This is an optimization exercise on Yosys and OpenROAD, whose aim is small area and a short achievable clock period, not a production implementation. Only simulation tests tie the RTL to the original design; equivalence was not proved. The clock port is modelled as an ideal driver, which makes a skipped or thinned clock tree look cheaper than it is; a real chip needs a root buffer or a tree. No activity file was given, so power comes from the tool's default toggle rates.

==> flow/design.v (excerpt) <==
module PelicanMAC(clk,rst,
             load_iv,
             load_k,
             load_m,
             din,
             dout,
             done);
input             clk,rst;
input             load_iv;
output            load_k;
output            load_m;
input     [127:0] din;
output    [127:0] dout;
output            done;
reg st_i, st_k, st_e, st_p, st_x, st_d;    
reg st_r, st_h, st_nk;                     
reg kc;                                    
reg [1:0] blok;                            
reg second;                                
reg last;                                  
reg lm;                                    
reg [5:0] q;                               
wire last_n = (st_e & (q == 6'd45)) | (st_p & (q == 6'd33));
wire b3     = (blok == 2'd3);
wire n_i = rst;
wire n_k = ~rst & (st_i | (st_k & ~kc) | (st_x & b3));
wire n_e = ~rst & ((st_k & kc) | (st_e & ~last));
wire n_x = ~rst & ((st_e & last & ~second) | (st_p & last));
wire n_p = ~rst & ((st_x & ~b3) | (st_p & ~last));
wire n_d = ~rst & (st_d | (st_e & last & second));
always @(posedge clk) begin
    st_i   <= n_i;
    st_k   <= n_k;
    st_e   <= n_e;
    st_p   <= n_p;
    st_x   <= n_x;
    st_d   <= n_d;
    st_r   <= n_e | n_p;
    st_h   <= n_i | n_k | n_x | n_d;
    st_nk  <= ~n_k;
    kc     <= ~rst & st_k & ~kc;
    blok   <= rst ? 2'd0 : blok + {1'b0, st_x};
    second <= ~rst & (second | (st_x & b3));
    last   <= ~rst & last_n;
    lm     <= ~rst & ((st_e & (q == 6'd45) & ~second) | (st_p & (q == 6'd33)));
  ...
Size: ~280 flip-flops, roughly 260 I/O pins, roughly 15,000 um2 of cells after synthesis.
==> flow/config.mk <==
export PLATFORM = sky130hd
export DESIGN_NAME = PelicanMAC
export DESIGN_NICKNAME = PelicanMAC
export VERILOG_FILES = /design/flow/design.v
export SDC_FILE = /design/flow/constraint.sdc
export NUM_CORES = 4
export LEC_CHECK = 0
export CAP_MARGIN = 20
export CORE_MARGIN = 2
export CORE_UTILIZATION = 40
export SETUP_SLACK_MARGIN = 1.8
export SLEW_MARGIN = 20
export SYNTH_HIERARCHICAL = 1
export SYNTH_MINIMUM_KEEP_SIZE = 0
export TNS_END_PERCENT = 20
==> flow/constraint.sdc <==
create_clock -name core_clock -period 3.5 [get_ports {clk}]
set_input_delay 0.7000 -clock core_clock [delete_from_list [all_inputs] [get_ports {clk}]]
set_output_delay 0.7000 -clock core_clock [all_outputs]
set_load 0.01 [all_outputs]
standard.sh (not shown) runs the stock make flow with config.mk's settings and CLKGATE_MAP_FILE= SYNTH_SCRIPT=/design/flow/synth_recipe.tcl, a recipe that flattens the netlist after the stock synthesis.
==> flow/flow/run.sh <==
#!/bin/bash
# ORFS layout through the standard.sh, with
#  - the standard flow's synthesis script, but ABC mapping for area (flow/synth.tcl),
#  - plain buf_1 cells as port buffers (the resizer upsizes where needed),
#  - a hand-built two-level clock tree of inverters (two inversions keep
#    the clock's polarity; flow/cts_hook.tcl) in place of
#    TritonCTS, for a low clock insertion delay.
set -euo pipefail
here=$(cd "$(dirname "$0")" && pwd)
export BUFFER_PORTS_ARGS="-buffer_cell sky130_fd_sc_hd__buf_1"
export PRE_CTS_TCL="$here/cts_hook.tcl"
export MCTS_RLEV=2 MCTS_LLEV=2
export MCTS_ROOT=sky130_fd_sc_hd__inv_4 MCTS_LEAF=sky130_fd_sc_hd__inv_8
bash standard.sh SYNTH_SCRIPT="$here/synth.tcl" > standard.log 2>&1
==> flow/flow/cts_hook.tcl <==
# PRE_CTS hook: build a shallow, balanced clock tree by hand (see mancts.tcl)
# in place of TritonCTS; the rest of ORFS's CTS step (legalisation, timing
# repair) runs as usual.
source [file join [file dirname [info script]] mancts.tcl]
man_cts $::env(MCTS_RLEV) $::env(MCTS_LLEV) $::env(MCTS_ROOT) $::env(MCTS_LEAF)
set_propagated_clock [all_clocks]
rename clock_tree_synthesis ""
proc clock_tree_synthesis {args} {
  puts "clock_tree_synthesis skipped: clock tree built by cts_hook.tcl"
}
# ORFS's CTS step next clones clock inverters next to each register load;
# the hand-built tree is already final.
rename repair_clock_inverters ""
proc repair_clock_inverters {args} {
  puts "repair_clock_inverters skipped: clock tree built by cts_hook.tcl"
}
==> flow/flow/mancts.tcl <==
# Manual clock tree: the flip-flops are split by balanced recursive bisection
# of their placed positions into 2^(rlev+llev) groups; each group gets a leaf
# buffer at its centre, and each 2^llev neighbouring leaves a root buffer
# driven by the clock port (2^rlev roots). With llev 0 the roots drive the
# flip-flops directly. The cells may be buffers or, with two levels,
# inverters (output pin Y), whose two inversions keep the polarity.
proc man_cts {rlev llev rootcell leafcell} {
  set block [ord::get_db_block]
  set db [ord::get_db]
  set clknet [$block findNet clk]
  set sinks {}
  foreach it [$clknet getITerms] {
    lappend sinks $it
  }
  # positions
  set pts {}
  foreach it $sinks {
    set inst [$it getInst]
    set bb [$inst getBBox]
    lappend pts [list [expr {([$bb xMin]+[$bb xMax])/2}] [expr {([$bb yMin]+[$bb yMax])/2}]]
  }
  # balanced recursive bisection: split along the wider spread
  proc bisect {items levels} {
    if {$levels == 0} { return [list $items] }
    set xs {}; set ys {}
    foreach it $items { lappend xs [lindex $it 0]; lappend ys [lindex $it 1] }
    set xs [lsort -integer $xs]; set ys [lsort -integer $ys]
    set ax [expr {([lindex $xs end] - [lindex $xs 0]) >= ([lindex $ys end] - [lindex $ys 0]) ? 0 : 1}]
    set s [lsort -integer -index $ax $items]
    set h [expr {[llength $s] / 2}]
    return [concat [bisect [lrange $s 0 [expr {$h-1}]] [expr {$levels-1}]] [bisect [lrange $s $h end] [expr {$levels-1}]]]
  }
  proc centre {items} {
    set sx 0; set sy 0
    foreach it $items { incr sx [lindex $it 0]; incr sy [lindex $it 1] }
    set n [llength $items]
    return [list [expr {$sx / $n}] [expr {$sy / $n}]]
  }
  set items {}
  set i 0
  foreach p $pts { lappend items [list [lindex $p 0] [lindex $p 1] $i]; incr i }
  set groups [bisect $items [expr {$rlev + $llev}]]
  set lasg [lrepeat [llength $pts] 0]
  set lcs {}
  set g 0
  foreach grp $groups {
    lappend lcs [centre $grp]
    foreach it $grp { lset lasg [lindex $it 2] $g }
    incr g
  }
  set nleaf [expr {$llev > 0 ? [llength $groups] : 0}]
  set nroot [expr {1 << $rlev}]
  set per [expr {1 << $llev}]
  set rcs {}; set rasg {}
  for {set r 0} {$r < $nroot} {incr r} {
    set sub {}
    for {set l [expr {$r*$per}]} {$l < ($r+1)*$per} {incr l} { lappend sub [lindex $lcs $l]; lappend rasg $r }
    lappend rcs [centre $sub]
  }
  set rootm [$db findMaster $rootcell]
  set leafm [$db findMaster $leafcell]
  # root buffers
  set rnets {}
  for {set r 0} {$r < $nroot} {incr r} {
    set inst [odb::dbInst_create $block $rootm "mcts_root_$r"]
    $inst setLocation [lindex $rcs $r 0] [lindex $rcs $r 1]
    $inst setPlacementStatus PLACED
    set net [odb::dbNet_create $block "mcts_rnet_$r"]
    $net setSigType CLOCK
    [$inst findITerm A] connect $clknet
    [$inst findITerm [expr {[$inst findITerm X] ne "NULL" ? "X" : "Y"}]] connect $net
    lappend rnets $net
  }
  set dnets $rnets
  if {$nleaf > 0} {
    set dnets {}
    for {set l 0} {$l < $nleaf} {incr l} {
      set inst [odb::dbInst_create $block $leafm "mcts_leaf_$l"]
      $inst setLocation [lindex $lcs $l 0] [lindex $lcs $l 1]
      $inst setPlacementStatus PLACED
      set net [odb::dbNet_create $block "mcts_lnet_$l"]
      $net setSigType CLOCK
      [$inst findITerm A] connect [lindex $rnets [lindex $rasg $l]]
      [$inst findITerm [expr {[$inst findITerm X] ne "NULL" ? "X" : "Y"}]] connect $net
      lappend dnets $net
    }
  }
  set i 0
  foreach it $sinks {
    $it disconnect
    $it connect [lindex $dnets [lindex $lasg $i]]
    incr i
  }
}
Other scripts of this flow, unchanged in this note and not shown: flow/flow/abc_area.script, flow/flow/synth.tcl
Change:
--- a/flow/flow/run.sh
+++ b/flow/flow/run.sh
@@ -4,4 +4,3 @@
 #  - plain buf_1 cells as port buffers (the resizer upsizes where needed),
-#  - a hand-built two-level clock tree of inverters (two inversions keep
-#    the clock's polarity; flow/cts_hook.tcl) in place of
+#  - a hand-built two-level clock tree (flow/cts_hook.tcl) in place of
 #    TritonCTS, for a low clock insertion delay.
@@ -12,3 +11,3 @@
 export MCTS_RLEV=2 MCTS_LLEV=2
-export MCTS_ROOT=sky130_fd_sc_hd__inv_4 MCTS_LEAF=sky130_fd_sc_hd__inv_8
+export MCTS_ROOT=sky130_fd_sc_hd__clkbuf_16 MCTS_LEAF=sky130_fd_sc_hd__clkbuf_16
 bash standard.sh SYNTH_SCRIPT="$here/synth.tcl" > standard.log 2>&1
--- a/flow/flow/cts_hook.tcl
+++ b/flow/flow/cts_hook.tcl
@@ -10,7 +10 @@
 }
-# ORFS's CTS step next clones clock inverters next to each register load;
-# the hand-built tree is already final.
-rename repair_clock_inverters ""
-proc repair_clock_inverters {args} {
-  puts "repair_clock_inverters skipped: clock tree built by cts_hook.tcl"
-}
--- a/flow/flow/mancts.tcl
+++ b/flow/flow/mancts.tcl
@@ -4,4 +4,3 @@
 # driven by the clock port (2^rlev roots). With llev 0 the roots drive the
-# flip-flops directly. The cells may be buffers or, with two levels,
-# inverters (output pin Y), whose two inversions keep the polarity.
+# flip-flops directly.
 proc man_cts {rlev llev rootcell leafcell} {
@@ -70,3 +69,3 @@
     [$inst findITerm A] connect $clknet
-    [$inst findITerm [expr {[$inst findITerm X] ne "NULL" ? "X" : "Y"}]] connect $net
+    [$inst findITerm X] connect $net
     lappend rnets $net
@@ -83,3 +82,3 @@
       [$inst findITerm A] connect [lindex $rnets [lindex $rasg $l]]
-      [$inst findITerm [expr {[$inst findITerm X] ne "NULL" ? "X" : "Y"}]] connect $net
+      [$inst findITerm X] connect $net
       lappend dnets $net
--- a/flow/config.mk
+++ b/flow/config.mk
@@ -10,3 +10,3 @@
 export CORE_UTILIZATION = 40
-export SETUP_SLACK_MARGIN = 1.8
+export SETUP_SLACK_MARGIN = 1.85
 export SLEW_MARGIN = 20
@@ -14,2 +14 @@
 export SYNTH_MINIMUM_KEEP_SIZE = 0
-export TNS_END_PERCENT = 20
=> Routed wire length rises by a few percent; setup slack gains 0.13 ns; cell count rose slightly; area after synthesis stays the same; hold slack is worse by 0.013 ns; sequential share of layout area goes down by 0.38 points.
Change:
--- a/flow/config.mk
+++ b/flow/config.mk
@@ -9,4 +9,4 @@
 export CORE_MARGIN = 2
-export CORE_UTILIZATION = 40
-export SETUP_SLACK_MARGIN = 1.85
+export CORE_UTILIZATION = 35
+export SETUP_SLACK_MARGIN = 1.8
 export SLEW_MARGIN = 20
Die area climbs by 14%.
Routed wire length came out lower by 0.80%.
Synthesized cell count does not change.
Critical path depth grows by 4.
Setup slack degrades by 0.13 ns.
Design area goes down by 2.4%.
Cell count rises by 3.2%.
Utilization decreases by 6.5 points.
Change:
--- a/flow/config.mk
+++ b/flow/config.mk
@@ -9,3 +9,3 @@
 export CORE_MARGIN = 2
-export CORE_UTILIZATION = 35
+export CORE_UTILIZATION = 40
 export SETUP_SLACK_MARGIN = 1.8
After rerunning: Wire length fell slightly. First-iteration DRC count rose by a few percent. Worst setup slack is better by 0.089 ns. Total power is about the same. Design area fell slightly. Area after synthesis is unchanged. Die area fell by roughly a tenth. Final cell count fell by a few percent.
Change:
==> flow/flow/run.sh (replaced) <==
#!/bin/bash
# ORFS layout through the standard.sh, with
#  - the standard flow's synthesis script, but ABC mapping for area (flow/synth.tcl),
#  - plain buf_1 cells as port buffers (the resizer upsizes where needed),
#  - a hand-built two-level clock tree of inverters (two inversions keep
#    the clock's polarity; flow/cts_hook.tcl) in place of
#    TritonCTS, for a low clock insertion delay.
set -euo pipefail
here=$(cd "$(dirname "$0")" && pwd)
export BUFFER_PORTS_ARGS="-buffer_cell sky130_fd_sc_hd__buf_2"
export PRE_CTS_TCL="$here/cts_hook.tcl"
export MCTS_RLEV=2 MCTS_LLEV=2
export MCTS_ROOT=sky130_fd_sc_hd__inv_4 MCTS_LEAF=sky130_fd_sc_hd__inv_8
bash standard.sh SYNTH_SCRIPT="$here/synth.tcl" > standard.log 2>&1
--- a/flow/flow/cts_hook.tcl
+++ b/flow/flow/cts_hook.tcl
@@ -10 +10,7 @@
 }
+# ORFS's CTS step next clones clock inverters next to each register load;
+# the hand-built tree is already final.
+rename repair_clock_inverters ""
+proc repair_clock_inverters {args} {
+  puts "repair_clock_inverters skipped: clock tree built by cts_hook.tcl"
+}
--- a/flow/flow/mancts.tcl
+++ b/flow/flow/mancts.tcl
@@ -4,3 +4,4 @@
 # driven by the clock port (2^rlev roots). With llev 0 the roots drive the
-# flip-flops directly.
+# flip-flops directly. The cells may be buffers or, with two levels,
+# inverters (output pin Y), whose two inversions keep the polarity.
 proc man_cts {rlev llev rootcell leafcell} {
@@ -69,3 +70,3 @@
     [$inst findITerm A] connect $clknet
-    [$inst findITerm X] connect $net
+    [$inst findITerm [expr {[$inst findITerm X] ne "NULL" ? "X" : "Y"}]] connect $net
     lappend rnets $net
@@ -82,3 +83,3 @@
       [$inst findITerm A] connect [lindex $rnets [lindex $rasg $l]]
-      [$inst findITerm X] connect $net
+      [$inst findITerm [expr {[$inst findITerm X] ne "NULL" ? "X" : "Y"}]] connect $net
       lappend dnets $net
--- a/flow/config.mk
+++ b/flow/config.mk
@@ -10,3 +10,3 @@
 export CORE_UTILIZATION = 40
-export SETUP_SLACK_MARGIN = 1.8
+export SETUP_SLACK_MARGIN = 1.85
 export SLEW_MARGIN = 20
=>
- global-route usage came out higher by 3.3 points
- via count came out higher by a little under a tenth
- sequential power came out higher slightly
- synthesized area is unchanged
- clock skew stays flat
- hold slack gains 0.0035 ns
- register-to-register slack gains 0.02 ns
- cell area came out higher by about a fifth
- synthesized cell count is unchanged
- maximum frequency came out lower by a few percent
No run of this note takes its clock network from TritonCTS; it comes from the design's own scripts or RTL.

Starting RTL as in the previous note.
clock: 3.5 ns
lec_check: 0
cap_margin: 20
core_margin: 2
core_utilization: 42
setup_slack_margin: 1.8
slew_margin: 20
synth_hierarchical: 1
synth_minimum_keep_size: 0
==> flow/flow/run.sh <==
#!/bin/bash
# ORFS layout through the standard.sh, with
#  - the standard flow's synthesis script, but ABC mapping for area (flow/synth.tcl),
#  - plain buf_1 cells as port buffers (the resizer upsizes where needed),
#  - a hand-built two-level clock tree of inverters (two inversions keep
#    the clock's polarity; flow/cts_hook.tcl) in place of
#    TritonCTS, for a low clock insertion delay.
set -euo pipefail
here=$(cd "$(dirname "$0")" && pwd)
export BUFFER_PORTS_ARGS="-buffer_cell sky130_fd_sc_hd__buf_1"
export PRE_CTS_TCL="$here/cts_hook.tcl"
export MCTS_RLEV=2 MCTS_LLEV=2
export MCTS_ROOT=sky130_fd_sc_hd__inv_4 MCTS_LEAF=sky130_fd_sc_hd__inv_8
bash standard.sh SYNTH_SCRIPT="$here/synth.tcl" > standard.log 2>&1
==> flow/flow/cts_hook.tcl <==
# PRE_CTS hook: build a shallow, balanced clock tree by hand (see mancts.tcl)
# in place of TritonCTS; the rest of ORFS's CTS step (legalisation, timing
# repair) runs as usual.
source [file join [file dirname [info script]] mancts.tcl]
man_cts $::env(MCTS_RLEV) $::env(MCTS_LLEV) $::env(MCTS_ROOT) $::env(MCTS_LEAF)
set_propagated_clock [all_clocks]
rename clock_tree_synthesis ""
proc clock_tree_synthesis {args} {
  puts "clock_tree_synthesis skipped: clock tree built by cts_hook.tcl"
}
# ORFS's CTS step next clones clock inverters next to each register load;
# the hand-built tree is already final.
rename repair_clock_inverters ""
proc repair_clock_inverters {args} {
  puts "repair_clock_inverters skipped: clock tree built by cts_hook.tcl"
}
==> flow/flow/mancts.tcl <==
# Manual clock tree: the flip-flops are split by balanced recursive bisection
# of their placed positions into 2^(rlev+llev) groups; each group gets a leaf
# buffer at its centre, and each 2^llev neighbouring leaves a root buffer
# driven by the clock port (2^rlev roots). With llev 0 the roots drive the
# flip-flops directly. The cells may be buffers or, with two levels,
# inverters (output pin Y), whose two inversions keep the polarity.
proc man_cts {rlev llev rootcell leafcell} {
  set block [ord::get_db_block]
  set db [ord::get_db]
  set clknet [$block findNet clk]
  set sinks {}
  foreach it [$clknet getITerms] {
    lappend sinks $it
  }
  # positions
  set pts {}
  foreach it $sinks {
    set inst [$it getInst]
    set bb [$inst getBBox]
    lappend pts [list [expr {([$bb xMin]+[$bb xMax])/2}] [expr {([$bb yMin]+[$bb yMax])/2}]]
  }
  # balanced recursive bisection: split along the wider spread
  proc bisect {items levels} {
    if {$levels == 0} { return [list $items] }
    set xs {}; set ys {}
    foreach it $items { lappend xs [lindex $it 0]; lappend ys [lindex $it 1] }
    set xs [lsort -integer $xs]; set ys [lsort -integer $ys]
    set ax [expr {([lindex $xs end] - [lindex $xs 0]) >= ([lindex $ys end] - [lindex $ys 0]) ? 0 : 1}]
    set s [lsort -integer -index $ax $items]
    set h [expr {[llength $s] / 2}]
    return [concat [bisect [lrange $s 0 [expr {$h-1}]] [expr {$levels-1}]] [bisect [lrange $s $h end] [expr {$levels-1}]]]
  }
  proc centre {items} {
    set sx 0; set sy 0
    foreach it $items { incr sx [lindex $it 0]; incr sy [lindex $it 1] }
    set n [llength $items]
    return [list [expr {$sx / $n}] [expr {$sy / $n}]]
  }
  set items {}
  set i 0
  foreach p $pts { lappend items [list [lindex $p 0] [lindex $p 1] $i]; incr i }
  set groups [bisect $items [expr {$rlev + $llev}]]
  set lasg [lrepeat [llength $pts] 0]
  set lcs {}
  set g 0
  foreach grp $groups {
    lappend lcs [centre $grp]
    foreach it $grp { lset lasg [lindex $it 2] $g }
    incr g
  }
  set nleaf [expr {$llev > 0 ? [llength $groups] : 0}]
  set nroot [expr {1 << $rlev}]
  set per [expr {1 << $llev}]
  set rcs {}; set rasg {}
  for {set r 0} {$r < $nroot} {incr r} {
    set sub {}
    for {set l [expr {$r*$per}]} {$l < ($r+1)*$per} {incr l} { lappend sub [lindex $lcs $l]; lappend rasg $r }
    lappend rcs [centre $sub]
  }
  set rootm [$db findMaster $rootcell]
  set leafm [$db findMaster $leafcell]
  # root buffers
  set rnets {}
  for {set r 0} {$r < $nroot} {incr r} {
    set inst [odb::dbInst_create $block $rootm "mcts_root_$r"]
    $inst setLocation [lindex $rcs $r 0] [lindex $rcs $r 1]
    $inst setPlacementStatus PLACED
    set net [odb::dbNet_create $block "mcts_rnet_$r"]
    $net setSigType CLOCK
    [$inst findITerm A] connect $clknet
    [$inst findITerm [expr {[$inst findITerm X] ne "NULL" ? "X" : "Y"}]] connect $net
    lappend rnets $net
  }
  set dnets $rnets
  if {$nleaf > 0} {
    set dnets {}
    for {set l 0} {$l < $nleaf} {incr l} {
      set inst [odb::dbInst_create $block $leafm "mcts_leaf_$l"]
      $inst setLocation [lindex $lcs $l 0] [lindex $lcs $l 1]
      $inst setPlacementStatus PLACED
      set net [odb::dbNet_create $block "mcts_lnet_$l"]
      $net setSigType CLOCK
      [$inst findITerm A] connect [lindex $rnets [lindex $rasg $l]]
      [$inst findITerm [expr {[$inst findITerm X] ne "NULL" ? "X" : "Y"}]] connect $net
      lappend dnets $net
    }
  }
  set i 0
  foreach it $sinks {
    $it disconnect
    $it connect [lindex $dnets [lindex $lasg $i]]
    incr i
  }
}
==> flow/flow/synth.tcl <==
# The standard synthesis script (synth_recipe.tcl), except that ABC maps
# the S-box module GS and the key-input module AddRoundKey first with ORFS's
# speed script, then everything else
# with flow/abc_area.script: area-oriented mapping without ABC's own buffering
# and sizing, which the placer's timing repair does instead. Registers,
# flattening and renaming are exactly as in synth_recipe.tcl.
set ::abc_area_script [file join [file dirname [info script]] abc_area.script]
proc synth {args} { yosys synth -nofsm -noshare {*}$args }
proc abc {args} {
  set i [lsearch -exact $args -script]
  if {$i >= 0} {
    yosys abc {*}$args GS
    yosys abc {*}$args AddRoundKey
    lset args [expr {$i + 1}] $::abc_area_script
  }
  yosys abc {*}$args
}
source $::env(SCRIPTS_DIR)/synth.tcl
# left out here: clear keep_hierarchy, flatten, clean up, hide names made inside functions, write 1_2_yosys.v
Other scripts of this flow, unchanged in this note and not shown: flow/flow/abc_area.script
Next try:
--- a/flow/flow/run.sh
+++ b/flow/flow/run.sh
@@ -4,4 +4,3 @@
 #  - plain buf_1 cells as port buffers (the resizer upsizes where needed),
-#  - a hand-built two-level clock tree of inverters (two inversions keep
-#    the clock's polarity; flow/cts_hook.tcl) in place of
+#  - a hand-built two-level clock tree (flow/cts_hook.tcl) in place of
 #    TritonCTS, for a low clock insertion delay.
@@ -12,3 +11,3 @@
 export MCTS_RLEV=2 MCTS_LLEV=2
-export MCTS_ROOT=sky130_fd_sc_hd__inv_4 MCTS_LEAF=sky130_fd_sc_hd__inv_8
+export MCTS_ROOT=sky130_fd_sc_hd__clkbuf_16 MCTS_LEAF=sky130_fd_sc_hd__clkbuf_16
 bash standard.sh SYNTH_SCRIPT="$here/synth.tcl" > standard.log 2>&1
--- a/flow/flow/cts_hook.tcl
+++ b/flow/flow/cts_hook.tcl
@@ -10,7 +10 @@
 }
-# ORFS's CTS step next clones clock inverters next to each register load;
-# the hand-built tree is already final.
-rename repair_clock_inverters ""
-proc repair_clock_inverters {args} {
-  puts "repair_clock_inverters skipped: clock tree built by cts_hook.tcl"
-}
--- a/flow/flow/mancts.tcl
+++ b/flow/flow/mancts.tcl
@@ -4,4 +4,3 @@
 # driven by the clock port (2^rlev roots). With llev 0 the roots drive the
-# flip-flops directly. The cells may be buffers or, with two levels,
-# inverters (output pin Y), whose two inversions keep the polarity.
+# flip-flops directly.
 proc man_cts {rlev llev rootcell leafcell} {
@@ -70,3 +69,3 @@
     [$inst findITerm A] connect $clknet
-    [$inst findITerm [expr {[$inst findITerm X] ne "NULL" ? "X" : "Y"}]] connect $net
+    [$inst findITerm X] connect $net
     lappend rnets $net
@@ -83,3 +82,3 @@
       [$inst findITerm A] connect [lindex $rnets [lindex $rasg $l]]
-      [$inst findITerm [expr {[$inst findITerm X] ne "NULL" ? "X" : "Y"}]] connect $net
+      [$inst findITerm X] connect $net
       lappend dnets $net
--- a/flow/flow/synth.tcl
+++ b/flow/flow/synth.tcl
@@ -1,4 +1,3 @@
 # The standard synthesis script (synth_recipe.tcl), except that ABC maps
-# the S-box module GS and the key-input module AddRoundKey first with ORFS's
-# speed script, then everything else
+# the S-box module GS first with ORFS's speed script, then everything else
 # with flow/abc_area.script: area-oriented mapping without ABC's own buffering
@@ -12,3 +11,2 @@
     yosys abc {*}$args GS
-    yosys abc {*}$args AddRoundKey
     lset args [expr {$i + 1}] $::abc_area_script
--- a/flow/config.mk
+++ b/flow/config.mk
@@ -9,3 +9,3 @@
 export CORE_MARGIN = 2
-export CORE_UTILIZATION = 42
+export CORE_UTILIZATION = 40
 export SETUP_SLACK_MARGIN = 1.8
What happened: Setup slack got worse by 4.9 ps. Area after synthesis increases by 1.1%. Final area rises by 1.2%. Total power went up by 7.8%. Wire length fell by 7.4%. Maximum frequency is about the same.
Next try:
--- a/flow/config.mk
+++ b/flow/config.mk
@@ -10,3 +10,3 @@
 export CORE_UTILIZATION = 40
-export SETUP_SLACK_MARGIN = 1.8
+export SETUP_SLACK_MARGIN = 2.0
 export SLEW_MARGIN = 20
After rerunning:
- The new run finished clean
- total power climbs by 14%
- die area is unchanged
- utilization climbs by 11 points
- setup slack improved by 15 ps
- via count climbs by 14%
- routed wire length climbs by 28%
Next try:
--- a/flow/flow/run.sh
+++ b/flow/flow/run.sh
@@ -4,3 +4,4 @@
 #  - plain buf_1 cells as port buffers (the resizer upsizes where needed),
-#  - a hand-built two-level clock tree (flow/cts_hook.tcl) in place of
+#  - a hand-built two-level clock tree of inverters (two inversions keep
+#    the clock's polarity; flow/cts_hook.tcl) in place of
 #    TritonCTS, for a low clock insertion delay.
@@ -11,3 +12,3 @@
 export MCTS_RLEV=2 MCTS_LLEV=2
-export MCTS_ROOT=sky130_fd_sc_hd__clkbuf_16 MCTS_LEAF=sky130_fd_sc_hd__clkbuf_16
+export MCTS_ROOT=sky130_fd_sc_hd__inv_4 MCTS_LEAF=sky130_fd_sc_hd__inv_8
 bash standard.sh SYNTH_SCRIPT="$here/synth.tcl" > standard.log 2>&1
--- a/flow/flow/cts_hook.tcl
+++ b/flow/flow/cts_hook.tcl
@@ -10 +10,7 @@
 }
+# ORFS's CTS step next clones clock inverters next to each register load;
+# the hand-built tree is already final.
+rename repair_clock_inverters ""
+proc repair_clock_inverters {args} {
+  puts "repair_clock_inverters skipped: clock tree built by cts_hook.tcl"
+}
--- a/flow/flow/mancts.tcl
+++ b/flow/flow/mancts.tcl
@@ -4,3 +4,4 @@
 # driven by the clock port (2^rlev roots). With llev 0 the roots drive the
-# flip-flops directly.
+# flip-flops directly. The cells may be buffers or, with two levels,
+# inverters (output pin Y), whose two inversions keep the polarity.
 proc man_cts {rlev llev rootcell leafcell} {
@@ -69,3 +70,3 @@
     [$inst findITerm A] connect $clknet
-    [$inst findITerm X] connect $net
+    [$inst findITerm [expr {[$inst findITerm X] ne "NULL" ? "X" : "Y"}]] connect $net
     lappend rnets $net
@@ -82,3 +83,3 @@
       [$inst findITerm A] connect [lindex $rnets [lindex $rasg $l]]
-      [$inst findITerm X] connect $net
+      [$inst findITerm [expr {[$inst findITerm X] ne "NULL" ? "X" : "Y"}]] connect $net
       lappend dnets $net
--- a/flow/flow/synth.tcl
+++ b/flow/flow/synth.tcl
@@ -1,3 +1,4 @@
 # The standard synthesis script (synth_recipe.tcl), except that ABC maps
-# the S-box module GS first with ORFS's speed script, then everything else
+# the S-box module GS and the key-input module AddRoundKey first with ORFS's
+# speed script, then everything else
 # with flow/abc_area.script: area-oriented mapping without ABC's own buffering
@@ -11,2 +12,3 @@
     yosys abc {*}$args GS
+    yosys abc {*}$args AddRoundKey
     lset args [expr {$i + 1}] $::abc_area_script
--- a/flow/config.mk
+++ b/flow/config.mk
@@ -10,3 +10,4 @@
 export CORE_UTILIZATION = 40
-export SETUP_SLACK_MARGIN = 2.0
+export GPL_ROUTABILITY_DRIVEN = 0
+export SETUP_SLACK_MARGIN = 1.8
 export SLEW_MARGIN = 20
After rerunning: Power fell by 19%. Sequential cell count is unchanged. Via count goes down by 12%. Worst setup slack loses 40 ps. Worst hold slack barely changes. Global-route usage is lower by 3.6 points. Cell area fell by 23%. Cell count went down by 9.8%. Maximum frequency came out lower by 2.4%. Wire length drops by 19%. Sequential share of layout area went up by 6.5 points.
Next try:
--- a/flow/flow/run.sh
+++ b/flow/flow/run.sh
@@ -12,3 +12,3 @@
 export MCTS_RLEV=2 MCTS_LLEV=2
-export MCTS_ROOT=sky130_fd_sc_hd__inv_4 MCTS_LEAF=sky130_fd_sc_hd__inv_8
+export MCTS_ROOT=sky130_fd_sc_hd__inv_2 MCTS_LEAF=sky130_fd_sc_hd__inv_8
 bash standard.sh SYNTH_SCRIPT="$here/synth.tcl" > standard.log 2>&1
--- a/flow/config.mk
+++ b/flow/config.mk
@@ -10,3 +10,2 @@
 export CORE_UTILIZATION = 40
-export GPL_ROUTABILITY_DRIVEN = 0
 export SETUP_SLACK_MARGIN = 1.8
Effect: Hold slack is about the same; power stays flat; via count goes down by 0.42%; clock skew goes up by 7.2 ps; final cell count is about the same; worst setup slack gets worse by 16 ps.
Next try:
--- a/flow/flow/run.sh
+++ b/flow/flow/run.sh
@@ -12,3 +12,3 @@
 export MCTS_RLEV=2 MCTS_LLEV=2
-export MCTS_ROOT=sky130_fd_sc_hd__inv_2 MCTS_LEAF=sky130_fd_sc_hd__inv_8
+export MCTS_ROOT=sky130_fd_sc_hd__inv_4 MCTS_LEAF=sky130_fd_sc_hd__inv_8
 bash standard.sh SYNTH_SCRIPT="$here/synth.tcl" > standard.log 2>&1
--- a/flow/config.mk
+++ b/flow/config.mk
@@ -10,3 +10,3 @@
 export CORE_UTILIZATION = 40
-export SETUP_SLACK_MARGIN = 1.8
+export SETUP_SLACK_MARGIN = 1.9
 export SLEW_MARGIN = 20
@@ -14 +14,2 @@
 export SYNTH_MINIMUM_KEEP_SIZE = 0
+export TNS_END_PERCENT = 20
- core utilization went up by 4.3 points
- wire length goes up by 13%
- cell area rose by 10%
- hold slack gets better by 3.2 ps
- total power goes up by 3.1%
In every run of this note, the design's own scripts or RTL, not TritonCTS, make the clock network.

==> separate check: timing with driven ports <==
The results above use ideal ports. As a check the final layouts listed here were re-extracted and re-timed, cells and wires unchanged.
Step 1, drivers: a clkbuf_16 drives clk and a buf_2 each remaining input, both assumed.
Step 2, shift: input delay + t, output delay - t, t = (earliest + latest rising clock arrival at the registers) / 2. This alone moves slack from input paths to output paths.
a / b / c = ideal / step 1 / step 2; a / b = the first two.
run	shift t [ns]	slack for setup (ns)	latest minus earliest clock arrival (ns)	worst data-port slew with drivers (ns)
the first run of note 1	0.330	1.742 / 1.642 / 1.504	0.016 / 0.016	0.08
the second run of note 1	0.412	1.869 / 1.759 / 1.538	0.016 / 0.016	0.09
the third run of note 1	0.416	1.736 / 1.707 / 1.400	0.020 / 0.020	0.10
the fourth run of note 1	0.411	1.826 / 1.717 / 1.521	0.022 / 0.022	0.09
the fifth run of note 1	0.331	1.709 / 1.718 / 1.453	0.020 / 0.020	0.10
the first run of note 2	0.332	1.825 / 1.713 / 1.574	0.015 / 0.015	0.08
the second run of note 2	0.416	1.820 / 1.710 / 1.483	0.014 / 0.014	0.10
the third run of note 2	0.424	1.835 / 1.749 / 1.462	0.018 / 0.018	0.10
the fourth run of note 2	0.330	1.795 / 1.697 / 1.552	0.019 / 0.019	0.09
the fifth run of note 2	0.412	1.779 / 1.742 / 1.438	0.026 / 0.026	0.09
the sixth run of note 2	0.335	1.773 / 1.661 / 1.504	0.016 / 0.015	0.08
After both steps setup and hold are still met in every run listed. The setup slack of the third run of note 2, which loses most, moves by -0.086 ns with the drivers and by -0.373 ns with both steps.
